From an optimization exercise on the open Yosys and OpenROAD flow, aimed at small area, a short achievable clock period and few clock cycles; shortcuts taken in it are not production practice. RTL that was checked went through simulation tests only; none was proved equivalent to the original. For runs 1 and 6, only the layout was checked, not whether the RTL still works. Power figures rest on the tool's default switching activity, not on a simulated workload.

## flow/constraint.sdc

```tcl
create_clock -name core_clock -period 10.0 [get_ports {clk}]
set_input_delay 2.0000 -clock core_clock [delete_from_list [all_inputs] [get_ports {clk}]]
set_output_delay 2.0000 -clock core_clock [all_outputs]
set_load 0.01 [all_outputs]
```

## flow/design.v

```verilog
module FAdd(
    input rst,
    input clk,
    input  [31:0]               a,
    input  [31:0]               b,
    output reg [31:0]           c,
    output reg [2:0]            state
);
    wire a_s = a[31];
    wire b_s = b[31];
    wire [7:0] a_e = a[30:23];
    wire [7:0] b_e = b[30:23];
    wire a_h = |a_e;
    wire b_h = |b_e;
    wire a_max = &a_e;
    wire b_max = &b_e;
    wire a_mz = ~|a[22:0];
    wire b_mz = ~|b[22:0];
    wire a_inf = a_max & a_mz;
    wire b_inf = b_max & b_mz;
    wire any_nan = (a_max & ~a_mz) | (b_max & ~b_mz) | (a_inf & b_inf & (a_s ^ b_s));
    wire any_inf = a_inf | b_inf;
    wire swap = b[30:0] > a[30:0];
    wire [7:0] ea1 = {a_e[7:1], a_e[0] | ~a_h};    
    wire [7:0] eb1 = {b_e[7:1], b_e[0] | ~b_h};
    wire [7:0] d = swap ? eb1 - ea1 : ea1 - eb1;
    wire [7:0] e_big = swap ? eb1 : ea1;
    wire s_big = swap ? b_s : a_s;
    wire [23:0] m_big = swap ? {b_h, b[22:0]} : {a_h, a[22:0]};
    wire [23:0] m_sml = swap ? {a_h, a[22:0]} : {b_h, b[22:0]};
    wire sub = a_s ^ b_s;
    wire big_shift = |d[7:5];
    wire [4:0] sh = d[4:0];
    wire [25:0] al = big_shift ? 26'd0 : ({m_sml, 2'b00} >> sh);
    wire [23:0] lost_mask = big_shift ? {24{1'b1}} : ~({24{1'b1}} << (sh > 5'd2 ? sh - 5'd2 : 5'd0));
    wire sticky = |(m_sml & lost_mask);
    wire [27:0] op_s = {1'b0, al, sticky};
    wire [27:0] sum = {1'b0, m_big, 3'b000} + (op_s ^ {28{sub}}) + {27'd0, sub};
    reg first_n;               
    reg [27:0] r_sum;
    reg [7:0]  r_e;
    reg        r_s;
    reg        r_sub;
    reg        r_nan;
    reg        r_inf;
    always @(posedge clk) begin
        first_n <= rst;
        if (!first_n) begin
            r_sum <= sum;
            r_e   <= e_big;
            r_s   <= s_big;
            r_sub <= sub;
            r_nan <= any_nan;
            r_inf <= any_inf;
        end
    end
    reg [27:0] lim;
    integer i;
    always @* begin
        for (i = 0; i < 28; i = i + 1)
            lim[i] = (r_e == 27 - i);
    end
    wire [27:0] lz_in = r_sum | lim;
    reg [4:0] lz;
    always @* begin
        lz = 5'd28;
        for (i = 0; i < 28; i = i + 1)
            if (lz_in[i]) lz = 27 - i;
    end
    wire zero = ~|lz_in;               
    wire [27:0] n = r_sum << lz;
    wire [7:0] ex = zero ? 8'd0 : r_e - {3'b0, lz} + {7'd0, n[27]};
    wire rnd = n[3] & (n[2] | n[1] | n[0] | n[4]);
    wire [30:0] pk = {ex, n[26:4]} + {30'd0, rnd};
    wire ovf = (r_e == 8'd254) & r_sum[27];
    wire sgn = (~|r_sum & r_sub) ? 1'b0 : r_s;
    always @* begin
        state = {3{first_n}};
        if (r_nan)
            c = 32'h7f800001;
        else if (r_inf | ovf)
            c = {r_s, 8'hff, 23'd0};
        else
            c = {sgn, pk};
    end
endmodule
```

## flow/config.mk

```make
export PLATFORM = sky130hd
export DESIGN_NAME = FAdd
export DESIGN_NICKNAME = FAdd
export VERILOG_FILES = /design/flow/design.v
export SDC_FILE = /design/flow/constraint.sdc
export NUM_CORES = 4
export LEC_CHECK = 0
export ABC_AREA = 1
export CAP_MARGIN = 20
export CORE_MARGIN = 2
export CORE_UTILIZATION = 40
export SETUP_SLACK_MARGIN = 3
export SLEW_MARGIN = 20
```

## flow/run.sh

```bash
#!/bin/bash
# synth_recipe.tcl (not shown) runs the flow's synth.tcl, then flattens the netlist and writes it again
# the make line also repeats each setting of config.mk as NAME=value (left out here)
make -C /OpenROAD-flow-scripts/flow DESIGN_CONFIG=/design/flow/config.mk WORK_HOME=/design/flow/orfs CLKGATE_MAP_FILE= SYNTH_SCRIPT=/design/flow/synth_recipe.tcl finish
```

==> results of run 1 <==
==> synth_stat cells, types with 7 or more instances <==
cell	number
sky130_fd_sc_hd__nand2_1	493
sky130_fd_sc_hd__inv_1	232
sky130_fd_sc_hd__nand3_1	206
sky130_fd_sc_hd__o21ai_0	174
sky130_fd_sc_hd__nor2_1	156
sky130_fd_sc_hd__a21oi_1	104
sky130_fd_sc_hd__ha_1	81
sky130_fd_sc_hd__xor2_1	48
sky130_fd_sc_hd__edfxtp_1	40
sky130_fd_sc_hd__nand4_1	35
sky130_fd_sc_hd__clkbuf_1	33
sky130_fd_sc_hd__nor3_1	26
sky130_fd_sc_hd__a31oi_1	19
sky130_fd_sc_hd__nor4_1	17
sky130_fd_sc_hd__buf_1	11
sky130_fd_sc_hd__nor2_2	11
sky130_fd_sc_hd__nand2_2	10
sky130_fd_sc_hd__buf_2	9
sky130_fd_sc_hd__inv_2	9
sky130_fd_sc_hd__o211ai_1	7
==> repair_timing <==
action,CTS,global route
pin swaps,94,133
endpoints found under the hold margin,0,0
setup buffers,129,70
resized for setup,446,358
setup endpoints to repair,59,56
cloned,8,1
==> final timing paths <==
check                   end  cells past startpoint  startpoint
hold / removal       r_e[5]                      2     first_n
hold reg to reg      r_e[5]                      2     first_n
setup reg to reg  r_sum[16]                      2     first_n
setup / recovery      c[30]                     62      r_e[7]
==> layer usage <==
metal / wire [um] / vias to the layer above / global-route usage (%)
li1: - / 6687 / -
met1: 19600 / 6530 / 42.97
met2: 21820 / 696 / 55.36
met3: 3246 / 192 / 2.737
met4: 2647 / 2 / 13.91
met5: 13 / - / 0
==> tightest hold or removal path: stages (launching register included) <==
cell and delay, ps:
sky130_fd_sc_hd__dfxtp_1 360, sky130_fd_sc_hd__inv_1 50, sky130_fd_sc_hd__buf_4 280
==> power groups by stage <==
stage,logic [mW],clock network (mW),registers [mW]
3_5_place_dp,1.88,0,0.317
3_3_place_gp,1.89,0,0.318
4_1_cts,2.31,0.222,0.315
5_1_grt,3.00,0.229,0.322
2_1_floorplan,1.28,0,0.281
6_report,2.79,0.221,0.324
==> cells by family (layout without fill, tap and decap cells) <==
kind of cell / Yosys count / count (layout) / share of synthesized area [%]
mux: 6 / 6 / 0.5958
buf+inv: 306 / 572 / 11.71
compound gates: 359 / 359 / 19.34
xor+xnor: 54 / 54 / 4.742
simple gates: 976 / 981 / 41.31
fa+ha+maj: 84 / 84 / 10.43
flops: 41 / 41 / 11.87
==> final cells by class <==
class	count	area, sq um	share of cell area, %
clock buffers	5	125.1	0.8169
clock inverters	3	68.82	0.4493
inverters	244	942.2	6.151
multi-input cells	1484	9806	64.02
flip-flops and latches	41	1221	7.973
well taps	330	412.9	2.696
repair buffers	319	2734	17.85
repair inverters	1	7.507	0.04901
==> state kept, by name (all words and copies together) (netlist names) <==
| signal | cells |
|---|---|
| r_sum | 28 |
| r_inf | 1 |
| r_nan | 1 |
| r_sub | 1 |
| first_n | 1 |
| r_e | 8 |
| r_s | 1 |
==> stage by stage <==
stage | utilization [%] | setup slack (ps) | cells | total power, mW | hold WS, ps
floorplan | - | 2956 | 1826 | 1.565 | 1147
global placement | 45.93 | 1130 | 2211 | 2.213 | 920.6
detailed placement | 45.93 | 1202 | 2211 | 2.199 | 928.3
CTS | 54.28 | 2068 | 2356 | 2.843 | 948.6
global route | 60.65 | 1347 | 2427 | 3.556 | 1014
finish | 60.65 | 1906 | 2427 | 3.336 | 930.9
==> flow_results.org, run 1 <==
** Global routing
- Maximum number of pins on one net before global-route repair :: 41
- The via count of the first global-routing pass came to roughly 13,000.
- Number of antenna violations at the first check in global routing :: 1
- Total Routing Usage GR :: 32.79%
- First-pass GRT wire length :: approximately 70,000 um
- Residual overflow from global routing :: 0

** Critical path
- Critical Path End Type :: output port
- Kind of critical path :: register to output port
- STA puts the critical path data required time at roughly 8000 ps.
- Worst Path Arrival :: slightly above 6000 ps
- Of all nets on the critical path, the largest fanout is 6.
- Kind of launch point of the worst setup path :: register
- In this design, the stage delay of the slowest critical-path cell is 430 ps.
- FF-to-FF setup slack :: approximately 9000 ps
- Worst path bufs/invs :: 7
- On the critical path the largest part of the delay comes from simple AND/OR/NAND/NOR gates.
- Counting stages on the worst path, the most repeated cell is sky130_fd_sc_hd__nand2_1.
- The slowest stage of the critical path is the sky130_fd_sc_hd__edfxtp_1 cell.

** Timing
- RSZ-0062 raised after global routing :: yes
- Share of the clock period used by the worst path :: between 80% and 90%
- Pins Over Slew Limit :: 0
- Maximum achievable frequency :: 123.5 MHz
- The worst pin sits at a relative slew slack of between 30% and 40%.
- Number of setup violations in the final report :: 0
- At the pin with the least slew margin, the transition time is roughly 900 ps.
- Clock skew on the completed layout was measured at roughly 2.8 ps.
- Subtracting the final worst setup slack from the clock period gives between 8000 and 9000 ps.
- Final hold viol count :: 0
- Setup TNS :: 0 ps

** Routing
- Vias per Instance :: 5.813
- Routed wire length per instance :: just under 20 um
- First-pass detailed-route iteration total :: 5
- Wires add up to around 47,000 um.
- Total vias in the final route :: around 14,000
- For this run, design rule violations remaining after detail routing come to 0.
- Antenna violation net count after detailed routing :: 0
- After the first detailed-routing iteration, the DRC count stood at between 1,000 and 1,500.

** Clocking
- Register clock-pin slew on the reported worst setup and hold paths :: about 60 ps
- The cell sitting at the root of the clock tree is a sky130_fd_sc_hd__clkbuf_16.
- The tree built by TritonCTS fans out to 41 sinks.
- Number of hold buffers added after cts :: 0
- Counting the buffers created by CTS gives 5.
- CTS built an H-tree with a depth of 2.
- The clock reaches the later pin of the worst-skew pair after about 300 ps.
- TritonCTS built the clock tree.
- CTS max path bufs :: 2

** Floorplanning
- Top-level I/O count :: just over 100
- Once the floorplan was initialized, standard cells occupied a little over 40% of the core.
- Die Ht :: between 150 and 200 um
- The die covers between 20,000 and 30,000 sq um.
- The die is 164.4 um wide.
- # rows :: between 50 and 60
- Area of the placeable core :: 25,250 sq um

** Synth
- Portion of the post-synthesis area used by sequential elements :: approximately an eighth
- In this run the mean area of a mapped cell was about 5.6 sq um.
- Summing every instance area after synthesis gives 10,290 sq um.
- EDFF count, synth :: 40
- By area the synthesized netlist is led by sky130_fd_sc_hd__nand2_1, sky130_fd_sc_hd__edfxtp_1, sky130_fd_sc_hd__nand3_1.
- Primary flip-flop cell chosen by synthesis mapping :: sky130_fd_sc_hd__edfxtp_1
- Post-synthesis sequential element count :: 41
- Synth cell types :: 62
- Yosys top cell area share :: 17.98%
- For this run, the number of Yosys warnings is 1.
- Synthesized instance count :: between 1,500 and 2,000
- sky130_fd_sc_hd__nand2_1 takes more of the synthesized area than any other cell.
- Async set or reset register ratio after synthesis :: 0%
- Synthesized netlist net count :: around 2,000

** Pwr
- Switching portion of total power :: between 50% and 60%
- Leakage dissipation :: a little over 7 nW
- Worst ir drop on vdd :: between 0.0001 and 0.00015 V
- Internal power :: roughly 1.5 mW
- Of the total power, registers draw roughly 9.7%.
- Combinational Power Share :: between 80% and 90%
- Fraction of power consumed by the clock network :: around 6.6%
- For this design the total switching power over the nets is 1.827 mW.
- Pwr/cell area :: approximately 220 nW/um^2

** Status
- The run finished with no timing, DRC or antenna violations.

** Layout
- Summing all non-filler instances in the final layout gives an area of between 15,000 and 20,000 sq um.
- Number of antenna repair diodes :: 0
- Commonest cells after routing, fill and taps aside :: sky130_fd_sc_hd__nand2_1, sky130_fd_sc_hd__inv_1, sky130_fd_sc_hd__nand3_1
- Share of layout cells above drive strength 1 :: between 30% and 40%
- Area delta synth->final :: 48.84%
- Leaving out fill and tap cells, the most frequent cell in the layout is sky130_fd_sc_hd__nand2_1.
- Filler instances :: 2,422
- In the final design database the tool counted 2,246 nets.

** Placement
- Summing all placed instances gives a cell area of between 10,000 and 15,000 sq um.
- After legalization and detailed placement, the total HPWL measured 33,230 um.
- Input and output buffers added on the ports amount to 100.
- Routability congestion estimate :: roughly 0.95

** Min path
- The min-delay analysis places its worst path in the category register to register.

** Run
- The tool flagged a number of max-cap violations equal to 0.
==> inputs of run 2 (changes only) <==
--- a/flow/design.v
+++ b/flow/design.v
@@ -20,7 +20,8 @@
     wire b_inf = b_max & b_mz;
     wire any_nan = (a_max & ~a_mz) | (b_max & ~b_mz) | (a_inf & b_inf & (a_s ^ b_s));
     wire any_inf = a_inf | b_inf;
-    wire swap = b[30:0] > a[30:0];
+    wire swap;
+    fa_gt #(31) u_cmp(.a(b[30:0]), .b(a[30:0]), .gt(swap));
     wire [7:0] ea1 = {a_e[7:1], a_e[0] | ~a_h};    
     wire [7:0] eb1 = {b_e[7:1], b_e[0] | ~b_h};
     wire [7:0] d = swap ? eb1 - ea1 : ea1 - eb1;
@@ -35,7 +36,8 @@
     wire [23:0] lost_mask = big_shift ? {24{1'b1}} : ~({24{1'b1}} << (sh > 5'd2 ? sh - 5'd2 : 5'd0));
     wire sticky = |(m_sml & lost_mask);
     wire [27:0] op_s = {1'b0, al, sticky};
-    wire [27:0] sum = {1'b0, m_big, 3'b000} + (op_s ^ {28{sub}}) + {27'd0, sub};
+    wire [27:0] sum;
+    fa_add #(28) u_add(.x({1'b0, m_big, 3'b000}), .y(op_s ^ {28{sub}}), .ci(sub), .s(sum));
     reg first_n;               
     reg [27:0] r_sum;
     reg [7:0]  r_e;
@@ -71,7 +73,8 @@
     wire [27:0] n = r_sum << lz;
     wire [7:0] ex = zero ? 8'd0 : r_e - {3'b0, lz} + {7'd0, n[27]};
     wire rnd = n[3] & (n[2] | n[1] | n[0] | n[4]);
-    wire [30:0] pk = {ex, n[26:4]} + {30'd0, rnd};
+    wire [30:0] pk;
+    fa_inc #(31) u_inc(.x({ex, n[26:4]}), .ci(rnd), .s(pk));
     wire ovf = (r_e == 8'd254) & r_sum[27];
     wire sgn = (~|r_sum & r_sub) ? 1'b0 : r_s;
     always @* begin
@@ -84,3 +87,67 @@
             c = {sgn, pk};
     end
 endmodule
+module fa_add #(parameter N = 28) (
+    input  [N-1:0] x,
+    input  [N-1:0] y,
+    input          ci,
+    output [N-1:0] s
+);
+    localparam M = N + 1;
+    reg [M-1:0] g, p, gn, pn;
+    integer l, i;
+    always @* begin
+        g = {x & y, ci};
+        p = {x ^ y, 1'b0};
+        for (l = 1; l < M; l = l * 2) begin
+            gn = g; pn = p;
+            for (i = 0; i < M; i = i + 1)
+                if ((i / l) % 2 == 1) begin
+                    gn[i] = g[i] | (p[i] & g[(i/l)*l - 1]);
+                    pn[i] = p[i] & p[(i/l)*l - 1];
+                end
+            g = gn; p = pn;
+        end
+    end
+    assign s = x ^ y ^ g[M-2:0];
+endmodule
+module fa_inc #(parameter N = 31) (
+    input  [N-1:0] x,
+    input          ci,
+    output [N-1:0] s
+);
+    reg [N-1:0] p, pn;
+    integer l, i;
+    always @* begin
+        p = x;
+        for (l = 1; l < N; l = l * 2) begin
+            pn = p;
+            for (i = 0; i < N; i = i + 1)
+                if ((i / l) % 2 == 1) pn[i] = p[i] & p[(i/l)*l - 1];
+            p = pn;
+        end
+    end
+    assign s = x ^ ({p[N-2:0], 1'b1} & {N{ci}});
+endmodule
+module fa_gt #(parameter N = 31) (
+    input  [N-1:0] a,
+    input  [N-1:0] b,
+    output         gt
+);
+    reg [N-1:0] g, e, gn, en;
+    integer l, i;
+    always @* begin
+        g = a & ~b;
+        e = ~(a ^ b);
+        for (l = 1; l < N; l = l * 2) begin
+            gn = g; en = e;
+            for (i = 0; i < N; i = i + 1)
+                if ((i / l) % 2 == 1) begin
+                    gn[i] = g[i] | (e[i] & g[(i/l)*l - 1]);
+                    en[i] = e[i] & e[(i/l)*l - 1];
+                end
+            g = gn; e = en;
+        end
+    end
+    assign gt = g[N-1];
+endmodule
--- a/flow/config.mk
+++ b/flow/config.mk
@@ -9,5 +9,5 @@
 export CAP_MARGIN = 20
 export CORE_MARGIN = 2
 export CORE_UTILIZATION = 40
-export SETUP_SLACK_MARGIN = 3
+export SETUP_SLACK_MARGIN = 1.5
 export SLEW_MARGIN = 20
==> run 2 against run 1 <==
  * Largest cell class unchanged
  * Routed wire length is 26% lower
  * Design area is 25% lower
  * Critical path depth is 28 lower
  * Critical endpoint is now r_sum[16]
  * Non-clock buffer count is 170 lower
  * Synthesized cell count is 9.1% lower
  * Highest routed layer is now met4
  * Register-to-register slack better by 30 ps
  * Sequential power is 6% higher
  * Total power is 32% lower
==> flow_results.org, run 2 <==
** Status
- Result of the run :: complete, no violations (unchanged)

** Synth
- Top post-synthesis cells by count: sky130_fd_sc_hd__nand2_1, sky130_fd_sc_hd__nand3_1, sky130_fd_sc_hd__inv_1 (was sky130_fd_sc_hd__nand2_1, sky130_fd_sc_hd__inv_1, sky130_fd_sc_hd__nand3_1).
- The share of synthesized area spent on multiplexers was 0.3133% (was 0.5957%).
- Async set or reset register ratio after synthesis :: 0% (unchanged)
- The main combinational cell family by area after synthesis was simple AND/OR/NAND/NOR gates (unchanged).
- Parity-gate share of the synthesized area counting xor and xnor cells :: 4.569% (was 4.742%)
- The sequential-to-total area share from yosys stat came to 12.74% (was 11.87%).
- The total number of yosys warnings was 4 (was 1).
- The post-synthesis cell count came to 1,660 (was 1,826).
- EDFF count, synth :: 40 (unchanged)
- The fraction of synthesized cell area taken by the top area cell type came to 18.49% (was 17.98%).
- Post-synthesis sequential element count :: 41 (unchanged)
- Post-Synth Simple-Gate Area :: 41.63% (was 41.31%)
- The number of library cell types mapped by synthesis was 60 (was 62).
- Largest area contributor in the netlist :: sky130_fd_sc_hd__nand2_1 (unchanged)
- Primary flip-flop cell chosen by synthesis mapping :: sky130_fd_sc_hd__edfxtp_1 (unchanged)
- The complex-gate fraction of the synthesized area came to 17.58% (was 19.34%).
- Most repeated cell in the gate-level netlist after synthesis :: sky130_fd_sc_hd__nand2_1 (unchanged)
- The summed instance area of the synthesized netlist was 9584 sq um (was 10,290 sq um).
- The synthesized area per cell was 5.774 sq um (was 5.636 sq um).
- Cell types with the largest area share after synthesis :: sky130_fd_sc_hd__nand2_1, sky130_fd_sc_hd__edfxtp_1, sky130_fd_sc_hd__nand3_1 (unchanged)
- Synthesized netlist net count :: 1,811 (was 1,976)
- Post-synthesis share of cell area spent on full adders, half adders and majority gates :: 11.57% (was 10.43%)

** Timing
- Maximum achievable frequency :: 124.8 MHz (was 123.5 MHz)
- The worst hold slack was 910.2 ps (was 930.9 ps).
- Share of the clock period used by the worst path :: 80.11% (was 80.94%)
- RSZ-0062 raised after global routing: no (was yes).
- The final number of max-transition violations was 0 (unchanged).
- The setup-violating endpoint count in the final report was 0 (unchanged).
- Max-Slew Margin vs Limit :: 28.61% (was 39.55%)
- Final critical-path required period :: 8011 ps (was 8094 ps)
- Final hold viol count :: 0 (unchanged)
- The final worst clock skew is 4.489 ps (was 2.787 ps).
- Actual slew at the worst max-slew pin :: 1071 ps (was 897.3 ps)
- Setup TNS :: 0 ps (unchanged)

** Critical path
- FF-to-FF setup slack :: 8810 ps (was 8780 ps)
- Worst path max stage delay :: 500 ps (was 430 ps)
- The cell type of the slowest stage on the worst timing path is sky130_fd_sc_hd__clkdlybuf4s50_1 (was sky130_fd_sc_hd__edfxtp_1).
- The maximum fanout along the worst path is 19 (was 6).
- The kind of capture point of the worst setup path is a register (was output port).
- The launching element type of the critical path is a primary input (was register).
- Worst Path Arrival :: 8050 ps (was 6090 ps)
- The cell type with the highest occurrence count on the critical path was sky130_fd_sc_hd__inv_1 (was sky130_fd_sc_hd__nand2_1).
- RR Endpoint :: r_sum[9] (was r_sum[16])
- Required time reported for the critical path endpoint :: 10,040 ps (was 8000 ps)
- The category of the critical setup timing path is primary input to register (was register to output port).
- Cell count of the worst reg-to-reg path :: 2 (unchanged)
- The launch point of the worst reg-to-reg path is first_n (unchanged).

** Routing
- Antenna violation net count after detailed routing :: 0 (unchanged)
- The number of violations reported at the end of detailed-routing iteration 0 came to 947 (was 1,302).
- Vias per Instance :: 5.437 (was 5.813)
- Total vias in the final route :: 11,290 (was 14,110)
- The detailed-routing iteration count for the pre-antenna-repair pass came to 5 (unchanged).
- The wire length per cell after detailed routing was 16.91 um (was 19.50 um).
- Drt total wl :: 35,100 um (was 47,320 um)
- The number of remaining DRC errors was 0 (unchanged).

** Pwr
- The internal portion of total power was 1.041 mW (was 1.509 mW).
- The power share of the combinational group came to 76.8% (was 83.7%).
- The leakage power came to 5.504 nW (was 7.279 nW).
- Reg power frac :: 15.0% (was 9.7%)
- Fraction of power consumed by the clock network :: 8.2% (was 6.6%)
- The power dissipated by switching net loads came to 1.237 mW (was 1.827 mW).
- Pwr/cell area :: 197.0 nW/um^2 (was 217.8 nW/um^2)
- The worst IR drop on VDD is 0.00009885 V (was 0.0001235 V).
- The proportion of total power due to net switching was 54.31% (was 54.76%).

** Layout
- The number of standard cells in the layout, taps in and fillers out is 2,076 (was 2,427).
- The fraction of layout cells with a size suffix above 1 was 9.789% (was 31.81%).
- The area overhead of the layout relative to synthesis is 20.64% (was 48.84%).
- Commonest cells after routing, fill and taps aside :: sky130_fd_sc_hd__nand2_1, sky130_fd_sc_hd__nand3_1, sky130_fd_sc_hd__inv_1 (was sky130_fd_sc_hd__nand2_1, sky130_fd_sc_hd__inv_1, sky130_fd_sc_hd__nand3_1)
- Largest registers :: r_sum x28, r_e x8 (unchanged)
- Largest register by flop count :: r_sum (unchanged)
- The antenna diode count was 0 (unchanged).
- Max FFs per register :: 28 (unchanged)
- The layout net count came to 1,907 (was 2,246).
- The most common cell after layout, fill and taps aside was sky130_fd_sc_hd__nand2_1 (unchanged).

** Clocking
- The number of buffers inserted by hold repair at cts came to 0 (unchanged).
- Register clock-pin slew on the reported worst setup and hold paths :: 70 ps (was 60 ps)
- CTS max path bufs :: 2 (unchanged)
- The number of clock sinks is 41 (unchanged).
- Root Driver :: sky130_fd_sc_hd__clkbuf_16 (unchanged)
- H-tree levels :: 2 (unchanged)
- The clock network latency to the later pin of the worst-skew pair is 290 ps (was 300 ps).
- The TritonCTS clock tree is done (unchanged).
- The number of clock buffers inserted by TritonCTS is 5 (unchanged).

** Min path
- The worst min-delay path endpoint is r_e[7] (was r_e[5]).
- Tightest Hold Check Type :: register to register (unchanged)
- The hold path startpoint is first_n (unchanged).
- Hold Path Cell Cnt :: 2 (unchanged)

** Global routing
- The overall overflow remaining after global route was 0 (unchanged).
- Number of antenna violations at the first check in global routing :: 0 (was 1)
- The global routing usage on met3 came to 1.176% (was 2.737%).
- Met1 layer usage reported by global route :: 34.16% (was 42.97%)
- Maximum number of pins on one net before global-route repair :: 95 (was 41)
- The fraction of met2 tracks used by global routing is 48.55% (was 55.36%).
- First-pass GRT wire length :: 55,490 um (was 69,370 um)
- The via count of the first global-routing pass was 10,530 (was 12,780).
- Most congested layer reported by global routing :: met2 (unchanged)
- Total Routing Usage GR :: 27.03% (was 32.79%)

** Placement
- The instance count after placement with tap cells included came to 2,030 (was 2,211).
- The estimated wirelength of the detail-placed design is 28,500 um (was 33,230 um).
- The number of buffers added on ports came to 100 (unchanged).
- The routability congestion estimate came to 0.9522 (was 0.9523).

** Floorplanning
- DIE AREA :: 25,210 sq um (was 27,030 sq um)
- Top-level I/O count :: 101 (unchanged)
- Die Ht :: 158.8 um (was 164.4 um)
- The die boundary width is 158.8 um (was 164.4 um).
- The total core area is 23,470 sq um (was 25,250 sq um).
- The number of placement rows came to 56 (was 58).
- The initial core utilization came to 40.83% (was 40.75%).

** Run
- Max-capacitance violation count :: 0 (unchanged)
## run 2: changes by cell type after synthesis, moves of 4 or more
cell,change
sky130_fd_sc_hd__nand4_1,-19
sky130_fd_sc_hd__inv_1,-40
sky130_fd_sc_hd__nand2_1,-21
sky130_fd_sc_hd__o21ai_0,-21
sky130_fd_sc_hd__a21oi_1,-36
sky130_fd_sc_hd__or2_2,-4
sky130_fd_sc_hd__nor2_1,-22
sky130_fd_sc_hd__a31oi_1,-10
sky130_fd_sc_hd__o21ai_1,+6
sky130_fd_sc_hd__buf_1,-4
## run 2: routing by layer
metal  up-vias  share of wire, %
li1       5728                 -
met1      5138                43
met2       371                49
met3        50               4.8
met4         0               3.5
met5         -                 0
## run 2: cell type report
cell class / count / area [sq um]
inverter: 206 / 788.3
timing repair buffer: 149 / 1384
sequential: 41 / 1221
clock inverter: 3 / 46.29
clock buffer: 5 / 125.1
fill: 2501 / 11910
multi-input combinational: 1353 / 7599
tap: 319 / 399.1
## run 2: how the worst max path moves through the flow
stage                      start        end  slack [ps]  depth (start not counted)
final                      a[27]  r_sum[16]        1990                         34
after global routing      r_e[6]      c[30]        1460                         59
after CTS                 r_e[6]      c[28]        1510                         56
after detailed placement   a[28]  r_sum[16]        1030                         32
after global placement    r_e[6]      c[30]        1220                         59
after floorplan            a[27]  r_sum[15]        2690                         36
## run 2: worst max-delay path: cells and delay by family
family          cells  cell delay, ps
simple gates       10            1320
buf+inv             9            1480
xor+xnor            2             300
compound gates     10            1960
fa+ha+maj           3             990
## run 2: repair_timing
item | CTS | global route
endpoints found under the setup margin | 7 | 26
cloned | 4 | 1
pin swaps | 5 | 40
resized for setup | 13 | 82
setup buffers | 7 | 26
## run 2: through the flow
| step | power, mW | setup slack, ps | utilization [%] | instance area [sq um] |
|---|---|---|---|---|
| floorplan | 1.398 | 2687 | - | 9584 |
| detailed placement | 1.937 | 1026 | 45.93 | 10780 |
| CTS | 2.162 | 1513 | 47.28 | 11100 |
| global route | 2.492 | 1465 | 49.26 | 11560 |
| finish | 2.278 | 1989 | 49.26 | 11560 |
| global placement | 1.939 | 1221 | 45.93 | 10780 |
## run 2: cells by family (layout without fill, tap and decap cells)
| kind of cell | after synthesis | after routing |
|---|---|---|
| simple gates | 912 | 917 |
| compound gates | 298 | 298 |
| buf+inv | 271 | 363 |
| fa+ha+maj | 85 | 85 |
| xor+xnor | 50 | 50 |
| flops | 41 | 41 |
| mux | 3 | 3 |
## run 2: power by group through the flow
stage / Clock [mW] / Combinational [mW] / Sequential [mW]
final: 0.187 / 1.75 / 0.343
after floorplan: 0 / 1.11 / 0.288
after detailed placement: 0 / 1.60 / 0.338
after CTS: 0.189 / 1.64 / 0.335
after global placement: 0 / 1.60 / 0.341
after global routing: 0.197 / 1.95 / 0.343
Testbench counts of run 2, summed over its fixed seeds: cycles 24,000.
==> inputs of run 3 (changes only) <==
==> flow/flow/run.sh (new file) <==
#!/bin/bash
# Standard layout, but with a faster cell for the port buffers that
# buffer_ports inserts (every input and output still gets its own buffer).
set -euo pipefail
export BUFFER_PORTS_ARGS="-buffer_cell sky130_fd_sc_hd__buf_2"
bash standard.sh > standard.log 2>&1
==> flow/standard.sh (new file) <==
#!/bin/bash
# synth_recipe.tcl (not shown) runs the flow's synth.tcl, then flattens the netlist and writes it again
# the make line also repeats each setting of config.mk as NAME=value (left out here)
make -C /OpenROAD-flow-scripts/flow DESIGN_CONFIG=/design/flow/config.mk WORK_HOME=/design/flow/orfs CLKGATE_MAP_FILE= SYNTH_SCRIPT=/design/flow/synth_recipe.tcl "${@:-finish}"
--- a/flow/config.mk
+++ b/flow/config.mk
@@ -9,5 +9,5 @@
 export CAP_MARGIN = 20
 export CORE_MARGIN = 2
 export CORE_UTILIZATION = 40
-export SETUP_SLACK_MARGIN = 1.5
+export SETUP_SLACK_MARGIN = 1.0
 export SLEW_MARGIN = 20
removed: flow/run.sh
==> run 3 against run 2 <==
  * Worst setup slack got worse by 380 ps
  * Critical path depth rose by 2
  * Critical path type unchanged
  * Clock skew fell by 1.4 ps
  * Total power fell by 9.8%
  * Still clean on timing, DRC and antenna
  * Non-clock buffer count fell by 30
  * Critical endpoint unchanged
  * Final cell count fell by 1.6%
  * Largest power group unchanged
  * Global-route usage fell by 1.7 points
==> flow_results.org, run 3 <==
** Status
- Result of the run :: complete, no violations (unchanged)

** Timing
- Actual slew at the worst max-slew pin :: 1020 ps (was 1071 ps)
- The worst setup slack after layout was 1612 ps (was 1989 ps).
- The worst hold slack is 896.3 ps (was 910.2 ps).
- Share of the clock period used by the worst path :: 83.88% (was 80.11%)
- The maximum achievable frequency came to 119.2 MHz (was 124.8 MHz).
- The total negative slack was 0 ps (unchanged).
- Worst Skew :: 3.101 ps (was 4.489 ps)
- The setup-violating endpoint count in the final report was 0 (unchanged).
- The time the final worst path needs with I/O delays and setup was 8388 ps (was 8011 ps).
- RSZ-0062 raised after global routing: no (unchanged).
- Final hold viol count :: 0 (unchanged)
- The normalized max-slew margin is 31.72% (was 28.61%).
- The final number of max-transition violations was 0 (unchanged).

** Synth
- Synth cell types :: 60 (unchanged)
- Post-synthesis sequential element count :: 41 (unchanged)
- EDFF count, synth :: 40 (unchanged)
- The most frequently used flop master after synthesis was sky130_fd_sc_hd__edfxtp_1 (unchanged).
- The sequential-to-total area share from yosys stat was 12.74% (unchanged).
- The fraction of synthesized cell area taken by the top area cell type came to 18.49% (unchanged).
- Count of yosys warnings during synthesis :: 4 (unchanged)
- Synthesized netlist net count :: 1,811 (unchanged)
- Largest area contributor in the netlist :: sky130_fd_sc_hd__nand2_1 (unchanged)
- Top post-synthesis cells by count :: sky130_fd_sc_hd__nand2_1, sky130_fd_sc_hd__nand3_1, sky130_fd_sc_hd__inv_1 (unchanged)
- Cell types with the largest area share after synthesis :: sky130_fd_sc_hd__nand2_1, sky130_fd_sc_hd__edfxtp_1, sky130_fd_sc_hd__nand3_1 (unchanged)
- The summed instance area of the synthesized netlist came to 9584 sq um (unchanged).
- Synthesized area per cell :: 5.774 sq um (unchanged)
- Async set or reset register ratio after synthesis :: 0% (unchanged)
- The post-synthesis cell count is 1,660 (unchanged).
- The most repeated cell in the gate-level netlist after synthesis was sky130_fd_sc_hd__nand2_1 (unchanged).

** Critical path
- First element of the critical path :: a[19] (was a[27])
- Worst path max stage delay :: 410 ps (was 500 ps)
- Critical Path End Type :: register (unchanged)
- Kind of launch point of the worst setup path :: primary input (unchanged)
- The endpoint arrival time on the critical path is 8420 ps (was 8050 ps).
- Required time reported for the critical path endpoint :: 10,030 ps (was 10,040 ps)
- Worst-path cell with the longest stage delay :: sky130_fd_sc_hd__o31ai_4 (was sky130_fd_sc_hd__clkdlybuf4s50_1)
- Cell seen most often among critical-path stages :: sky130_fd_sc_hd__inv_1 (unchanged)
- The worst reg-to-reg setup slack is 8830 ps (was 8810 ps).
- Cell count of the worst reg-to-reg path :: 2 (unchanged)
- Worst R2R Start :: first_n (unchanged)
- The maximum fanout along the worst path is 20 (was 19).
- The category of the critical setup timing path was primary input to register (unchanged).
- RR Endpoint :: r_sum[9] (unchanged)

** Global routing
- Maximum number of pins on one net before global-route repair :: 111 (was 95)
- The number of antenna violations at the first check in global routing came to 0 (unchanged).
- The overall overflow remaining after global route came to 0 (unchanged).
- The total track usage was 25.36% (was 27.03%).
- The via count of the first global-routing pass was 10,010 (was 10,530).
- First-pass GRT wire length :: 52,310 um (was 55,490 um)

** Layout
- The fraction of layout cells with a size suffix above 1 is 10.68% (was 9.789%).
- The most common cell after layout, fill and taps aside was sky130_fd_sc_hd__nand2_1 (unchanged).
- Largest register by flop count :: r_sum (unchanged)
- Utilization after layout :: 44.88% (was 49.26%)
- Final cell count without fillers :: 2,042 (was 2,076)
- Commonest cells after routing, fill and taps aside :: sky130_fd_sc_hd__nand2_1, sky130_fd_sc_hd__nand3_1, sky130_fd_sc_hd__inv_1 (unchanged)
- The layout net count was 1,873 (was 1,907).
- The final cell area excluding filler cells came to 10,540 sq um (was 11,560 sq um).
- Largest registers: r_sum x28, r_e x8 (unchanged).
- The number of flip-flops under the largest register name came to 28 (unchanged).
- The layout filler cell count came to 2,548 (was 2,501).
- Area delta synth->final :: 9.922% (was 20.64%)
- The antenna diode count is 0 (unchanged).

** Routing
- The number of violations reported at the end of detailed-routing iteration 0 is 959 (was 947).
- Antenna violation net count after detailed routing :: 0 (unchanged)
- The number of remaining DRC errors is 0 (unchanged).
- Vias per Instance :: 5.356 (was 5.437)
- Drt total wl :: 32,910 um (was 35,100 um)
- The via count is 10,940 (was 11,290).
- The wire length per cell after detailed routing was 16.12 um (was 16.91 um).
- The detailed-routing iteration count for the pre-antenna-repair pass was 9 (was 5).

** Clocking
- The number of clock buffers inserted by TritonCTS is 5 (unchanged).
- Clk latency of the worst-skew pair :: 290 ps (about the same)
- Clock tree from TritonCTS :: done (unchanged)
- The worst-case clock buffer depth came to 2 (unchanged).
- The clock slew seen by the registers of the worst setup and hold paths came to 60 ps (was 70 ps).
- H-tree levels :: 2 (unchanged)
- The number of clock sinks came to 41 (unchanged).
- Root Driver :: sky130_fd_sc_hd__clkbuf_16 (unchanged)

** Floorplanning
- The top-level I/O count was 101 (unchanged).
- The initial core utilization came to 40.83% (unchanged).
- The die boundary width was 158.8 um (unchanged).
- The total core area is 23,470 sq um (unchanged).
- The die outline height was 158.8 um (unchanged).
- The number of placement rows came to 56 (unchanged).
- The die area came to 25,210 sq um (unchanged).

** Pwr
- The total power of the final layout was 2.055 mW (was 2.278 mW).
- Internal power :: 885.1 uW (was 1.041 mW)
- The power share of the combinational group is 74.8% (was 76.8%).
- The power per standard cell area is 195.1 nW/um^2 (was 197.0 nW/um^2).
- The power share of the clock group is 9.1% (was 8.2%).
- The proportion of total power due to net switching was 56.94% (was 54.31%).
- The register share of total power is 16.1% (was 15.0%).
- Switching pwr :: 1.170 mW (was 1.237 mW)
- The worst IR drop on VDD came to 0.00008232 V (was 0.00009885 V).
- Leakage dissipation :: 5.276 nW (was 5.504 nW)

** Min path
- The worst min-delay path endpoint is r_e[5] (was r_e[7]).
- Start point of the worst min-delay path :: first_n (unchanged)
- Tightest Hold Check Type :: register to register (unchanged)
- The number of instances on the worst hold path came to 2 (unchanged).

** Placement
- Final HPWL from detailed placement :: 27,280 um (was 28,500 um)
- Dpl ws :: 1050 ps (was 1026 ps)
- The routability congestion estimate came to 0.9415 (was 0.9522).
- The instance count after placement with tap cells included is 2,029 (was 2,030).
- DP Area :: 10,270 sq um (was 10,780 sq um)
- The number of buffers added on ports came to 100 (unchanged).

** Run
- The number of violations of the max-capacitance limit is 0 (unchanged).
## run 3: cell count changes in the layout (fill, tap and decap cells not counted), sizes merged
| cell | before | now |
|---|---|---|
| buf | 50 | 119 |
| clkdlybuf4s50 | 96 | 0 |
| nand2 | 490 | 486 |
| inv | 201 | 202 |
| clkbuf | 6 | 5 |
| dlymetal6s2s | 2 | 0 |
| clkinvlp | 2 | 1 |
## run 3: final cells by class
cell class	count	area, sq um	area share [%]
clock buffer	5	125.1	1.188
clock inverter	3	46.29	0.4394
inverter	206	773.2	7.340
multi-input combinational	1349	7323	69.51
sequential	41	1221	11.59
tap	319	399.1	3.789
timing repair buffer	119	646.9	6.140
## run 3: power by group through the flow
| stage | logic (mW) | clock network (mW) | registers, mW |
|---|---|---|---|
| 2_1_floorplan | 1.11 | 0 | 0.288 |
| 3_3_place_gp | 1.50 | 0 | 0.333 |
| 3_5_place_dp | 1.50 | 0 | 0.332 |
| 4_1_cts | 1.50 | 0.191 | 0.328 |
| 5_1_grt | 1.73 | 0.197 | 0.332 |
| 6_report | 1.54 | 0.187 | 0.332 |
## run 3: repair_timing
action,CTS,global route
hold buffers,0,0
setup endpoints to repair,0,16
gates resized for setup,0,9
buffers inserted,0,4
## run 3: worst max-delay path by stage
stage                     end  slack, ps  depth (start not counted)
finish              r_sum[16]       1610                         36
global route        r_sum[16]       1020                         33
CTS                 r_sum[16]       1330                         30
detailed placement  r_sum[16]       1050                         30
global placement    r_sum[16]        980                         30
floorplan           r_sum[15]       2690                         36
## run 3: worst max-delay path: cells and delay by family
kind	cells	cell delay (ps)
AOI/OAI and AO/OA	9	1900
and+or+nand+nor	14	1970
adders and majority gates	3	900
buffers and inverters	8	1210
xor gates and xnor gates	2	400
## run 3: cells by family after synthesis
group | Yosys count | synth area share, %
adder cells (fa/ha/maj) | 85 | 11.57
AND/OR/NAND/NOR | 912 | 41.63
XOR/XNOR | 50 | 4.569
buffers and inverters | 271 | 11.59
AO/OA/AOI/OAI | 298 | 17.58
multiplexers | 3 | 0.3133
flip-flops | 41 | 12.74
## run 3: routing by layer
layer / part of all wire (%) / vias up / global-route usage [%]
li1: - / 5655 / -
met4: 3.1 / 0 / 8.048
met3: 4.8 / 49 / 1.045
met1: 45 / 4851 / 33.44
met5: 0 / - / 0
met2: 47 / 382 / 44.60
==> inputs of run 4 (changes only) <==
--- a/flow/config.mk
+++ b/flow/config.mk
@@ -9,5 +9,5 @@
 export CAP_MARGIN = 20
 export CORE_MARGIN = 2
 export CORE_UTILIZATION = 40
-export SETUP_SLACK_MARGIN = 1.0
+export SETUP_SLACK_MARGIN = 2.2
 export SLEW_MARGIN = 20
==> run 4 against run 3 <==
  * Still clean on timing, DRC and antenna
  * Global-route usage up 0.70 points
  * Critical path depth up 24
  * Clock power about the same
  * Design area up 8.3%
  * Sequential cell count unchanged
  * Sequential share of layout area shrank 0.88 points
  * Register-to-register slack is essentially flat
  * Total power rose by 9.4%
  * Worst setup slack better by 580 ps
  * Die area is the same
  * Combinational power up 12%
==> flow_results.org, run 4 <==
** Layout
- Share of layout cells above drive strength 1 :: 17.94% (was 10.68%)
- The antenna diode count is 0 (unchanged).
- Utilization after layout :: 48.59% (was 44.88%)
- The area overhead of the layout relative to synthesis was 19.01% (was 9.922%).
- Commonest cells after routing, fill and taps aside: sky130_fd_sc_hd__nand2_1, sky130_fd_sc_hd__nand3_1, sky130_fd_sc_hd__inv_1 (unchanged).
- Fin area :: 11,410 sq um (was 10,540 sq um)
- The number of standard cells in the layout, taps in and fillers out came to 2,103 (was 2,042).
- Filler instances :: 2,479 (was 2,548)
- Largest register by flop count :: r_sum (unchanged)
- The most common cell after layout, fill and taps aside is sky130_fd_sc_hd__nand2_1 (unchanged).
- Largest registers :: r_sum x28, r_e x8 (unchanged)
- The layout net count was 1,934 (was 1,873).
- Max FFs per register :: 28 (unchanged)

** Global routing
- The overall overflow remaining after global route came to 0 (unchanged).
- Total Routing Usage GR :: 26.06% (was 25.36%)
- The via count of the first global-routing pass was 10,330 (was 10,010).
- The pin count of the biggest net entering global routing was 111 (unchanged).
- First-pass GRT wire length :: 53,760 um (was 52,310 um)
- The number of antenna violations at the first check in global routing came to 0 (unchanged).

** Floorplanning
- The die area was 25,210 sq um (unchanged).
- Area of the placeable core :: 23,470 sq um (unchanged)
- The number of placement rows is 56 (unchanged).
- Die Wd :: 158.8 um (unchanged)
- The top-level I/O count is 101 (unchanged).
- Die Ht :: 158.8 um (unchanged)
- The initial core utilization is 40.83% (unchanged).

** Placement
- DP Area :: 10,270 sq um (unchanged)
- The routability congestion estimate came to 0.9415 (unchanged).
- The number of buffers added on ports is 100 (unchanged).
- Dpl ws :: 1050 ps (unchanged)
- Cell count after placement :: 2,029 (unchanged)
- The estimated wirelength of the detail-placed design came to 27,280 um (unchanged).

** Critical path
- The highest cell delay on the worst timing path was 400 ps (was 410 ps).
- Cell seen most often among critical-path stages :: sky130_fd_sc_hd__nand2_1 (was sky130_fd_sc_hd__inv_1)
- Kind of launch point of the worst setup path :: register (was primary input)
- The endpoint arrival time on the critical path is 5810 ps (was 8420 ps).
- The cell type of the slowest stage on the worst timing path was sky130_fd_sc_hd__edfxtp_1 (was sky130_fd_sc_hd__o31ai_4).
- Cell count of the worst reg-to-reg path :: 2 (unchanged)
- The kind of capture point of the worst setup path is an output port (was register).
- The worst reg-to-reg setup slack is 8820 ps (was 8830 ps).
- Maximum fanout count along the critical path :: 8 (was 20)
- Required time reported for the critical path endpoint :: 8000 ps (was 10,030 ps)
- Kind of critical path :: register to output port (was primary input to register)

** Synth
- Cell types with the largest area share after synthesis :: sky130_fd_sc_hd__nand2_1, sky130_fd_sc_hd__edfxtp_1, sky130_fd_sc_hd__nand3_1 (unchanged)
- The most repeated cell in the gate-level netlist after synthesis was sky130_fd_sc_hd__nand2_1 (unchanged).
- The total number of yosys warnings was 4 (unchanged).
- Yosys top cell area share :: 18.49% (unchanged)
- The fraction of registers with async set or reset after synthesis came to 0% (unchanged).
- Largest area contributor in the netlist :: sky130_fd_sc_hd__nand2_1 (unchanged)
- Synthesized netlist net count :: 1,811 (unchanged)
- The most frequently used flop master after synthesis was sky130_fd_sc_hd__edfxtp_1 (unchanged).
- The number of storage elements in the synthesis netlist came to 41 (unchanged).
- Portion of the post-synthesis area used by sequential elements :: 12.74% (unchanged)
- Synthesized instance count :: 1,660 (unchanged)
- Synthesized area per cell :: 5.774 sq um (unchanged)
- Syn Std Cell Area :: 9584 sq um (unchanged)
- EDFF count, synth :: 40 (unchanged)
- Top post-synthesis cells by count: sky130_fd_sc_hd__nand2_1, sky130_fd_sc_hd__nand3_1, sky130_fd_sc_hd__inv_1 (unchanged).
- Synth cell types :: 60 (unchanged)

** Timing
- Final hold viol count :: 0 (unchanged)
- Worst Skew :: 3.223 ps (was 3.101 ps)
- Maximum achievable frequency :: 128.0 MHz (was 119.2 MHz)
- RSZ-0062 raised after global routing: yes (was no).
- The setup-violating endpoint count in the final report was 0 (unchanged).
- Worst hold-check slack :: 906.8 ps (was 896.3 ps)
- Final critical-path required period :: 7811 ps (was 8388 ps)
- Final WS setup :: 2189 ps (was 1612 ps)
- Share of the clock period used by the worst path :: 78.11% (was 83.88%)
- The normalized max-slew margin was 52.49% (was 31.72%).
- The slew of the pin with the lowest slew margin was 705.2 ps (was 1020 ps).
- The final number of max-transition violations was 0 (unchanged).
- Setup TNS :: 0 ps (unchanged)

** Status
- Result of the run :: complete, no violations (unchanged)

** Clocking
- The H-tree depth came to 2 (unchanged).
- Number of hold buffers added after cts :: 0 (unchanged)
- Register clock-pin slew on the reported worst setup and hold paths :: 60 ps (about the same)
- The TritonCTS clock tree was done (unchanged).
- CTS max path bufs :: 2 (unchanged)
- The clock network latency to the later pin of the worst-skew pair came to 290 ps (about the same).
- Sink count of the clock tree :: 41 (unchanged)
- Clock buffers created by TritonCTS :: 5 (unchanged)
- Root Driver :: sky130_fd_sc_hd__clkbuf_16 (unchanged)

** Pwr
- Worst ir drop on vdd :: 0.00008314 V (was 0.00008232 V)
- The leakage power is 5.639 nW (was 5.276 nW).
- The power per standard cell area came to 197.1 nW/um^2 (was 195.1 nW/um^2).
- The total power of the final layout came to 2.248 mW (was 2.055 mW).

** Routing
- Antenna violation net count after detailed routing :: 0 (unchanged)
- Total vias in the final route :: 11,350 (was 10,940)
- DRC :: 0 (unchanged)
- Routed wire length per instance :: 16.46 um (was 16.12 um)
- Vias per Instance :: 5.396 (was 5.356)
- Drt total wl :: 34,610 um (was 32,910 um)
- First-pass detailed-route iteration total :: 8 (was 9)
- The number of violations reported at the end of detailed-routing iteration 0 came to 888 (was 959).

** Run
- The number of violations of the max-capacitance limit was 0 (unchanged).

** Min path
- The type of the tightest min-delay check is register to register (unchanged).
- Hold Path Cell Cnt :: 2 (unchanged)
-- run 4: cell counts after synthesis --
Identical to the previous run, type by type.
-- run 4: final timing paths --
path | start | endpoint
worst max-delay path | r_e[6] | c[30]
worst min-delay path | first_n | r_e[5]
worst max register to register | first_n | r_sum[9]
worst min register to register | first_n | r_e[5]
-- run 4: power by group --
group	switching [mW]	total [mW]	internal (mW)
combinational	1.11	1.73	0.620
clock	0.0683	0.186	0.118
sequential	0.0784	0.333	0.255
total	1.26	2.25	0.993
-- run 4: logic make-up (layout without fill, tap and decap cells) --
group                      Yosys count  count (layout)  synth area share, %
DFF                                 41              41                12.74
adders and majority gates           85              85                11.57
AOI/OAI and AO/OA                  298             298                17.58
and+or+nand+nor                    912             918                41.63
muxes                                3               3               0.3133
buffers and inverters              271             389                11.59
xor gates and xnor gates            50              50                4.569
-- run 4: per-layer routing --
metal	share of wire (%)	up-vias	routed length [um]	global-route usage, %
met2	47	379	16340	45.16
li1	-	5781	-	-
met3	5.2	61	1787	1.228
met5	0	-	0	0
met4	3.6	0	1238	9.341
met1	44	5127	15240	34.40
-- run 4: worst max-delay path, delay by kind of cell, from the launching register on --
kind / cells / cell delay, ps
buffers and inverters: 8 / 590
adders and majority gates: 4 / 1010
AOI/OAI and AO/OA: 1 / 50
and+or+nand+nor: 47 / 3450
DFF: 1 / 400
-- run 4: cell type report --
type / instances / area [sq um] / area share [%]
Multi-Input combinational cell: 1354 / 7686 / 67.39
Sequential cell: 41 / 1221 / 10.71
Timing Repair Buffer: 174 / 1121 / 9.829
Inverter: 206 / 802.0 / 7.032
Tap cell: 319 / 399.1 / 3.499
Clock buffer: 5 / 125.1 / 1.097
Clock inverter: 3 / 46.29 / 0.4059
Timing Repair inverter: 1 / 5.005 / 0.04388
-- run 4: what timing repair did --
item | in CTS | in global routing
endpoints found under the setup margin | 28 | 28
cloned | 6 | 3
setup buffers | 26 | 31
endpoints found under the hold margin | 0 | 0
gates resized for setup | 38 | 78
pin swaps | 20 | 41
==> inputs of run 5 (changes only) <==
--- a/flow/config.mk
+++ b/flow/config.mk
@@ -9,5 +9,5 @@
 export CAP_MARGIN = 20
 export CORE_MARGIN = 2
 export CORE_UTILIZATION = 40
-export SETUP_SLACK_MARGIN = 2.2
+export SETUP_SLACK_MARGIN = 1.5
 export SLEW_MARGIN = 20
==> run 5 against run 4 <==
  * Combinational power down 8%
  * Clock skew about the same
  * Clock-buffer cell count unchanged
  * Critical endpoint is now r_sum[16]
  * Largest cell class unchanged
==> flow_results.org, run 5 <==
** Timing
- Final WS setup :: 1969 ps (was 2189 ps)
- Pins Over Slew Limit :: 0 (unchanged)
- The setup-violating endpoint count in the final report was 0 (unchanged).
- RSZ-0062 raised after global routing :: yes (unchanged)
- Share of the clock period used by the worst path :: 80.31% (was 78.11%)
- The worst hold slack is 899.8 ps (was 906.8 ps).
- Final critical-path required period :: 8031 ps (was 7811 ps)
- Worst Skew :: 3.349 ps (was 3.223 ps)
- The final hold violation count was 0 (unchanged).
- Max-Slew Margin vs Limit :: 51.18% (was 52.49%)
- The maximum achievable frequency was 124.5 MHz (was 128.0 MHz).
- The total negative slack is 0 ps (unchanged).
- The slew of the pin with the lowest slew margin is 724.6 ps (was 705.2 ps).

** Critical path
- Maximum fanout count along the critical path :: 21 (was 8)
- The endpoint arrival time on the critical path is 8070 ps (was 5810 ps).
- Worst path max stage delay :: 410 ps (was 400 ps)
- The number of cells on the worst reg-to-reg path came to 2 (unchanged).
- First element of the critical path :: a[19] (was r_e[6])
- Worst-path cell with the longest stage delay :: sky130_fd_sc_hd__o31ai_4 (was sky130_fd_sc_hd__edfxtp_1)
- Worst R2R Start :: first_n (unchanged)
- Kind of critical path :: primary input to register (was register to output port)
- The required time of the worst setup path was 10,040 ps (was 8000 ps).
- The kind of capture point of the worst setup path was a register (was output port).
- Cell seen most often among critical-path stages :: sky130_fd_sc_hd__inv_1 (was sky130_fd_sc_hd__nand2_1)
- The launching element type of the critical path is a primary input (was register).
- The worst reg-to-reg setup slack is 8820 ps (about the same).

** Status
- Result of the run :: complete, no violations (unchanged)

** Floorplanning
- # rows :: 56 (unchanged)
- DIE AREA :: 25,210 sq um (unchanged)
- Top-level I/O count :: 101 (unchanged)
- The die boundary width was 158.8 um (unchanged).
- Die Ht :: 158.8 um (unchanged)
- Area of the placeable core :: 23,470 sq um (unchanged)
- The initial core utilization was 40.83% (unchanged).

** Layout
- Number of antenna repair diodes :: 0 (unchanged)
- The total area of sequential cells came to 1221 sq um (unchanged).
- The fraction of layout cells with a size suffix above 1 is 13.06% (was 17.94%).
- The area overhead of the layout relative to synthesis came to 12.72% (was 19.01%).
- Leading cell type in the layout, fill and taps excluded :: sky130_fd_sc_hd__nand2_1 (unchanged)
- The area of combinational cells with multiple inputs came to 7476 sq um (was 7686 sq um).
- Largest registers :: r_sum x28, r_e x8 (unchanged)
- Largest register by flop count :: r_sum (unchanged)
- Commonest cells after routing, fill and taps aside :: sky130_fd_sc_hd__nand2_1, sky130_fd_sc_hd__nand3_1, sky130_fd_sc_hd__inv_1 (unchanged)
- Max FFs per register :: 28 (unchanged)
- The final cell area excluding filler cells is 10,800 sq um (was 11,410 sq um).
- Nets :: 1,888 (was 1,934)
- Final cell count without fillers :: 2,057 (was 2,103)
- Filler instances :: 2,533 (was 2,479)
- The final core area utilization came to 46.02% (was 48.59%).

** Routing
- The post-route antenna net violation count came to 0 (unchanged).
- Total vias in the final route :: 11,030 (was 11,350)
- WL met3 :: 1497 um (was 1787 um)
- DR top layer :: met4 (unchanged)
- Wire length the detailed router placed on met1 :: 15,130 um (was 15,240 um)
- The number of violations reported at the end of detailed-routing iteration 0 is 964 (was 888).
- Drt total wl :: 33,500 um (was 34,610 um)
- Routed wire length per instance :: 16.29 um (was 16.46 um)
- Amount of wire on met2 after detailed routing :: 15,780 um (was 16,340 um)
- First-pass detailed-route iteration total :: 5 (was 8)
- The number of remaining DRC errors came to 0 (unchanged).
- The via count normalized by instance count came to 5.361 (was 5.396).

** Synth
- Async set or reset register ratio after synthesis :: 0% (unchanged)
- The top cell type by total area after synthesis is sky130_fd_sc_hd__nand2_1 (unchanged).
- The most frequently used flop master after synthesis is sky130_fd_sc_hd__edfxtp_1 (unchanged).
- Post-synthesis sequential element count :: 41 (unchanged)
- The most repeated cell in the gate-level netlist after synthesis was sky130_fd_sc_hd__nand2_1 (unchanged).
- EDFF count, synth :: 40 (unchanged)
- Syn Std Cell Area :: 9584 sq um (unchanged)
- Cell types with the largest area share after synthesis: sky130_fd_sc_hd__nand2_1, sky130_fd_sc_hd__edfxtp_1, sky130_fd_sc_hd__nand3_1 (unchanged).
- The number of library cell types mapped by synthesis came to 60 (unchanged).
- The total number of yosys warnings came to 4 (unchanged).
- Yosys top cell area share :: 18.49% (unchanged)
- Synthesized netlist net count :: 1,811 (unchanged)
- Synthesized area per cell :: 5.774 sq um (unchanged)
- The post-synthesis cell count came to 1,660 (unchanged).
- Top post-synthesis cells by count: sky130_fd_sc_hd__nand2_1, sky130_fd_sc_hd__nand3_1, sky130_fd_sc_hd__inv_1 (unchanged).
- Portion of the post-synthesis area used by sequential elements :: 12.74% (unchanged)

** Run
- The number of violations of the max-capacitance limit came to 0 (unchanged).

** Global routing
- The wire length of the first global-routing pass came to 52,330 um (was 53,760 um).
- The number of antenna violations at the first check in global routing came to 0 (unchanged).
- Maximum number of pins on one net before global-route repair :: 111 (unchanged)
- The total track usage is 25.37% (was 26.06%).
- Via count of the first global-routing pass :: 10,010 (was 10,330)
- The overall overflow remaining after global route was 0 (unchanged).

** Placement
- Final HPWL from detailed placement :: 27,280 um (unchanged)
- Count of buffers inserted at the top-level ports :: 100 (unchanged)
- The post-placement setup slack was 1050 ps (unchanged).
- The cell area reported after detailed placement is 10,270 sq um (unchanged).
- The routability congestion estimate was 0.9415 (unchanged).
- Cell count after placement :: 2,029 (unchanged)

** Clocking
- The TritonCTS clock tree was done (unchanged).
- The H-tree depth came to 2 (unchanged).
- The clock slew seen by the registers of the worst setup and hold paths was 60 ps (about the same).
- The library cell used as clock root buffer is sky130_fd_sc_hd__clkbuf_16 (unchanged).
- The clock network latency to the later pin of the worst-skew pair is 290 ps (about the same).
- The number of clock buffers inserted by TritonCTS is 5 (unchanged).
- Number of hold buffers added after cts :: 0 (unchanged)
- Sink count of the clock tree :: 41 (unchanged)
- The worst-case clock buffer depth was 2 (unchanged).

** Pwr
- The worst IR drop on VDD was 0.00008223 V (was 0.00008314 V).
- Overall power :: 2.108 mW (was 2.248 mW)
- The power per standard cell area was 195.1 nW/um^2 (was 197.1 nW/um^2).
- The leakage power came to 5.360 nW (was 5.639 nW).

** Min path
- Tightest Hold Check Type :: register to register (unchanged)
- Start point of the worst min-delay path :: first_n (unchanged)
- Hold Path Cell Cnt :: 2 (unchanged)
-- run 5: cell counts after synthesis --
No cell type changed its count.
-- run 5: timing repair --
item	4_1_cts	5_1_grt
cloned	0	5
setup endpoints to repair	2	25
pin swaps	0	13
resized for setup	4	47
hold endpoints to repair	0	0
setup buffers	0	15
-- run 5: area by class of cell --
type	count	area share, %
clock buffer	5	1.158
clock inverter	3	0.4285
sequential	41	11.30
multi-input combinational	1352	69.20
timing repair buffer	130	6.857
tap	319	3.695
inverter	206	7.308
timing repair inverter	1	0.04633
-- run 5: worst max-delay path: cells and delay by family --
family | cells | cell delay, ps
XOR/XNOR | 2 | 440
buffers and inverters | 7 | 960
AND/OR/NAND/NOR | 10 | 1580
AO/OA/AOI/OAI | 10 | 2200
adder cells (fa/ha/maj) | 3 | 870
-- run 5: per-layer routing --
metal / GRT usage (%) / vias up
li1: - / 5688
met1: 33.47 / 4918
met2: 44.60 / 364
met3: 1.045 / 58
met4: 8.048 / 0
met5: 0 / -
-- run 5: report_power, final --
part           switching [mW]  internal, mW  total [mW]
registers              0.0773         0.255       0.332
logic                    1.05         0.537        1.59
clock network          0.0690         0.118       0.187
-- run 5: logic make-up after synthesis --
kind of cell,after synthesis,share of synthesized area (%)
AOI/OAI and AO/OA,298,17.58
muxes,3,0.3133
DFF,41,12.74
adders and majority gates,85,11.57
xor gates and xnor gates,50,4.569
and+or+nand+nor,912,41.63
buffers and inverters,271,11.59
-- run 5: path summary, 6_finish.rpt --
kind / end
hold / removal: r_e[5]
hold reg to reg: r_e[5]
setup / recovery: r_sum[16]
setup reg to reg: r_sum[9]
==> inputs of run 6 (changes only) <==
--- a/flow/design.v
+++ b/flow/design.v
@@ -20,16 +20,20 @@
     wire b_inf = b_max & b_mz;
     wire any_nan = (a_max & ~a_mz) | (b_max & ~b_mz) | (a_inf & b_inf & (a_s ^ b_s));
     wire any_inf = a_inf | b_inf;
-    wire swap;
-    fa_gt #(31) u_cmp(.a(b[30:0]), .b(a[30:0]), .gt(swap));
     wire [7:0] ea1 = {a_e[7:1], a_e[0] | ~a_h};    
     wire [7:0] eb1 = {b_e[7:1], b_e[0] | ~b_h};
-    wire [7:0] d = swap ? eb1 - ea1 : ea1 - eb1;
+    wire [8:0] dab = {1'b0, ea1} - {1'b0, eb1};
+    wire [7:0] dba = eb1 - ea1;
+    wire swap = dab[8];
+    wire [7:0] d = swap ? dba : dab[7:0];
     wire [7:0] e_big = swap ? eb1 : ea1;
     wire s_big = swap ? b_s : a_s;
     wire [23:0] m_big = swap ? {b_h, b[22:0]} : {a_h, a[22:0]};
     wire [23:0] m_sml = swap ? {a_h, a[22:0]} : {b_h, b[22:0]};
     wire sub = a_s ^ b_s;
+    wire b_gt;
+    fa_gt #(24) u_cmp(.a({b_h, b[22:0]}), .b({a_h, a[22:0]}), .gt(b_gt));
+    wire rev = sub & (ea1 == eb1) & b_gt;
     wire big_shift = |d[7:5];
     wire [4:0] sh = d[4:0];
     wire [25:0] al = big_shift ? 26'd0 : ({m_sml, 2'b00} >> sh);
@@ -37,7 +41,7 @@
     wire sticky = |(m_sml & lost_mask);
     wire [27:0] op_s = {1'b0, al, sticky};
     wire [27:0] sum;
-    fa_add #(28) u_add(.x({1'b0, m_big, 3'b000}), .y(op_s ^ {28{sub}}), .ci(sub), .s(sum));
+    fa_add #(28) u_add(.x({1'b0, m_big, 3'b000} ^ {28{rev}}), .y(op_s ^ {28{sub & ~rev}}), .ci(sub), .s(sum));
     reg first_n;               
     reg [27:0] r_sum;
     reg [7:0]  r_e;
@@ -50,7 +54,7 @@
         if (!first_n) begin
             r_sum <= sum;
             r_e   <= e_big;
-            r_s   <= s_big;
+            r_s   <= s_big ^ rev;
             r_sub <= sub;
             r_nan <= any_nan;
             r_inf <= any_inf;
==> run 6 against run 5 <==
  * Still clean on timing, DRC and antenna
  * Clock skew up 1.1 ps
  * Die area is 4.1% higher
  * Routed wire length up 3.6%
  * Highest routed layer unchanged
==> flow_results.org, run 6 <==
** Global routing
- The overall overflow remaining after global route is 0 (unchanged).
- The pin count of the biggest net entering global routing is 82 (was 111).
- The wire length of the first global-routing pass came to 53,520 um (was 52,330 um).
- The number of antenna violations at the first check in global routing was 0 (unchanged).
- The via count of the first global-routing pass came to 10,320 (was 10,010).
- Total Routing Usage GR :: 25.22% (was 25.37%)

** Timing
- RSZ-0062 raised after global routing :: yes (unchanged)
- The final hold violation count was 0 (unchanged).
- The share of the cycle needed by the critical path after routing came to 80.27% (was 80.31%).
- The final number of max-transition violations was 0 (unchanged).
- The total negative slack was 0 ps (unchanged).
- The worst hold slack is 883.4 ps (was 899.8 ps).
- The worst setup slack after layout came to 1973 ps (was 1969 ps).
- The final worst clock skew came to 4.451 ps (was 3.349 ps).

** Critical path
- The cell type with the highest occurrence count on the critical path is sky130_fd_sc_hd__nand2_1 (was sky130_fd_sc_hd__inv_1).
- RR Endpoint :: r_sum[20] (was r_sum[9])
- Worst R2R Start :: first_n (unchanged)
- Worst Path Arrival :: 8060 ps (was 8070 ps)
- The maximum fanout along the worst path came to 41 (was 21).
- The category of the critical setup timing path is primary input to register (unchanged).
- The dominant delay contributor by cell family on the critical path was simple AND/OR/NAND/NOR gates (was compound AO/OA/AOI/OAI gates).
- Required time reported for the critical path endpoint :: 10,040 ps (about the same)
- The launching element type of the critical path is a primary input (unchanged).
- Worst-path cell with the longest stage delay :: sky130_fd_sc_hd__o21ai_0 (was sky130_fd_sc_hd__o31ai_4)

** Layout
- Fin area :: 11,300 sq um (was 10,800 sq um)
- Commonest cells after routing, fill and taps aside :: sky130_fd_sc_hd__nand2_1, sky130_fd_sc_hd__inv_1, sky130_fd_sc_hd__nand3_1 (was sky130_fd_sc_hd__nand2_1, sky130_fd_sc_hd__nand3_1, sky130_fd_sc_hd__inv_1)
- The number of flip-flops under the largest register name is 28 (unchanged).
- Share of layout cells above drive strength 1 :: 14.12% (was 13.06%)
- The most common cell after layout, fill and taps aside is sky130_fd_sc_hd__nand2_1 (unchanged).
- The layout net count came to 1,971 (was 1,888).
- The register name with the most flops is r_sum (unchanged).
- The number of standard cells in the layout, taps in and fillers out was 2,144 (was 2,057).

** Clocking
- The TritonCTS clock tree is done (unchanged).
- Root Driver :: sky130_fd_sc_hd__clkbuf_16 (unchanged)
- The clock network latency to the later pin of the worst-skew pair is 280 ps (was 290 ps).
- The number of clock buffers inserted by TritonCTS was 5 (unchanged).

** Synth
- The most frequently used flop master after synthesis is sky130_fd_sc_hd__edfxtp_1 (unchanged).
- Top post-synthesis cells by count: sky130_fd_sc_hd__nand2_1, sky130_fd_sc_hd__inv_1, sky130_fd_sc_hd__nand3_1 (was sky130_fd_sc_hd__nand2_1, sky130_fd_sc_hd__nand3_1, sky130_fd_sc_hd__inv_1).
- The summed instance area of the synthesized netlist is 9992 sq um (was 9584 sq um).
- Async set or reset register ratio after synthesis :: 0% (unchanged)
- The fraction of synthesized cell area taken by the top area cell type came to 19.16% (was 18.49%).
- Count of yosys warnings during synthesis :: 4 (unchanged)
- Cell types with the largest area share after synthesis :: sky130_fd_sc_hd__nand2_1, sky130_fd_sc_hd__edfxtp_1, sky130_fd_sc_hd__ha_1 (was sky130_fd_sc_hd__nand2_1, sky130_fd_sc_hd__edfxtp_1, sky130_fd_sc_hd__nand3_1)
- The most repeated cell in the gate-level netlist after synthesis is sky130_fd_sc_hd__nand2_1 (unchanged).
- Synthesized instance count :: 1,737 (was 1,660)

** Min path
- Start point of the worst min-delay path :: first_n (unchanged)
- Hold EP :: r_e[6] (was r_e[5])
- Hold Path Cell Cnt :: 2 (unchanged)

** Status
- Result of the run: complete, no violations (unchanged).

** Pwr
- Combinational Power Share :: 76.5% (was 75.4%)
- Switching pwr :: 1.206 mW (was 1.198 mW)
- The proportion of total power due to net switching came to 56.71% (was 56.84%).
- Leakage dissipation :: 5.568 nW (was 5.360 nW)
- The total power of the final layout was 2.127 mW (was 2.108 mW).
- Internal power :: 920.7 uW (was 909.7 uW)
- The power per standard cell area was 188.3 nW/um^2 (was 195.1 nW/um^2).
- Worst ir drop on vdd :: 0.00008055 V (was 0.00008223 V)

** Placement
- Final HPWL from detailed placement :: 28,130 um (was 27,280 um)
- The cell area reported after detailed placement was 10,720 sq um (was 10,270 sq um).
- Count of buffers inserted at the top-level ports :: 100 (unchanged)

** Routing
- Total vias in the final route :: 11,580 (was 11,030)
- The number of violations reported at the end of detailed-routing iteration 0 was 832 (was 964).
- First-pass detailed-route iteration total :: 6 (was 5)
- Vias per Instance :: 5.399 (was 5.361)
- The post-route antenna net violation count came to 0 (unchanged).

** Floorplanning
- The initial core utilization came to 40.97% (was 40.83%).
- The die boundary width was 162.1 um (was 158.8 um).
- DIE AREA :: 26,260 sq um (was 25,210 sq um)
- The number of placement rows was 57 (was 56).
- Top-level I/O count :: 101 (unchanged)

** Run
- Max-capacitance violation count :: 0 (unchanged)
## run 6: cell count changes after synthesis, moves of 7 or more
cell	previous run	this run
sky130_fd_sc_hd__nor3_1	26	18
sky130_fd_sc_hd__inv_1	192	201
sky130_fd_sc_hd__nand3_1	207	195
sky130_fd_sc_hd__nand2_1	472	510
sky130_fd_sc_hd__xnor2_1	4	15
sky130_fd_sc_hd__xor2_1	46	53
sky130_fd_sc_hd__clkbuf_1	35	45
sky130_fd_sc_hd__nor2_1	134	145
## run 6: repair_timing
action / in CTS / in global routing
cloned: 0 / 6
buffers inserted: 0 / 20
resized for setup: 3 / 51
pin swaps: 0 / 18
endpoints found under the setup margin: 3 / 21
## run 6: worst max-delay path by stage
| stage | depth (start not counted) | slack (ps) | to | from |
|---|---|---|---|---|
| finish | 29 | 1970 | r_sum[16] | b[29] |
| global route | 62 | 1390 | c[30] | r_e[6] |
| CTS | 57 | 1520 | c[30] | r_e[6] |
| detailed placement | 39 | 1270 | r_sum[16] | b[29] |
| global placement | 39 | 1420 | r_sum[15] | b[29] |
| floorplan | 38 | 2550 | r_sum[16] | b[29] |
## run 6: power by group through the flow
stage,logic (mW),clock network [mW],registers (mW)
after floorplan,1.13,0,0.279
after global placement,1.51,0,0.317
after detailed placement,1.52,0,0.317
after CTS,1.53,0.186,0.314
after global routing,1.82,0.190,0.318
final,1.63,0.180,0.321
## run 6: kinds of logic (layout without fill, tap and decap cells)
| group | count (synthesis) | after routing | synth area share (%) |
|---|---|---|---|
| multiplexers | 2 | 2 | 0.2004 |
| adder cells (fa/ha/maj) | 86 | 86 | 11.29 |
| flip-flops | 41 | 41 | 12.22 |
| AO/OA/AOI/OAI | 295 | 295 | 16.65 |
| XOR/XNOR | 70 | 70 | 6.286 |
| buffers and inverters | 290 | 368 | 11.56 |
| AND/OR/NAND/NOR | 953 | 958 | 41.79 |
## run 6: layout make-up
class	instances	area, sq um
flip-flops and latches	41	1221
well taps	324	405.4
clock buffers	5	125.1
clock inverters	3	41.29
inverters	220	840.8
fillers	2665	13090
multi-input cells	1411	7854
repair inverters	1	5.005
repair buffers	139	804.5
## run 6: per-layer routing
layer	up-vias	routed length (um)	GRT usage (%)	share of wire (%)
met2	439	16510	44.37	48
met3	103	1687	1.507	4.9
li1	5914	-	-	-
met5	-	0	0	0
met1	5119	14450	30.98	42
met4	0	2064	13.35	5.9
## run 6: tightest hold or removal path, stage by stage, from the launching register on
cell and delay, ps:
sky130_fd_sc_hd__dfxtp_1 350, sky130_fd_sc_hd__inv_1 40, sky130_fd_sc_hd__buf_4 270

Setup slack of run 6, layout unchanged: 1.973 ns with ideal ports, 1.958 ns with driving cells assumed (clock clkbuf_16, inputs buf_2), 1.674 ns with port delays also shifted by the 0.318 ns mid clock arrival.
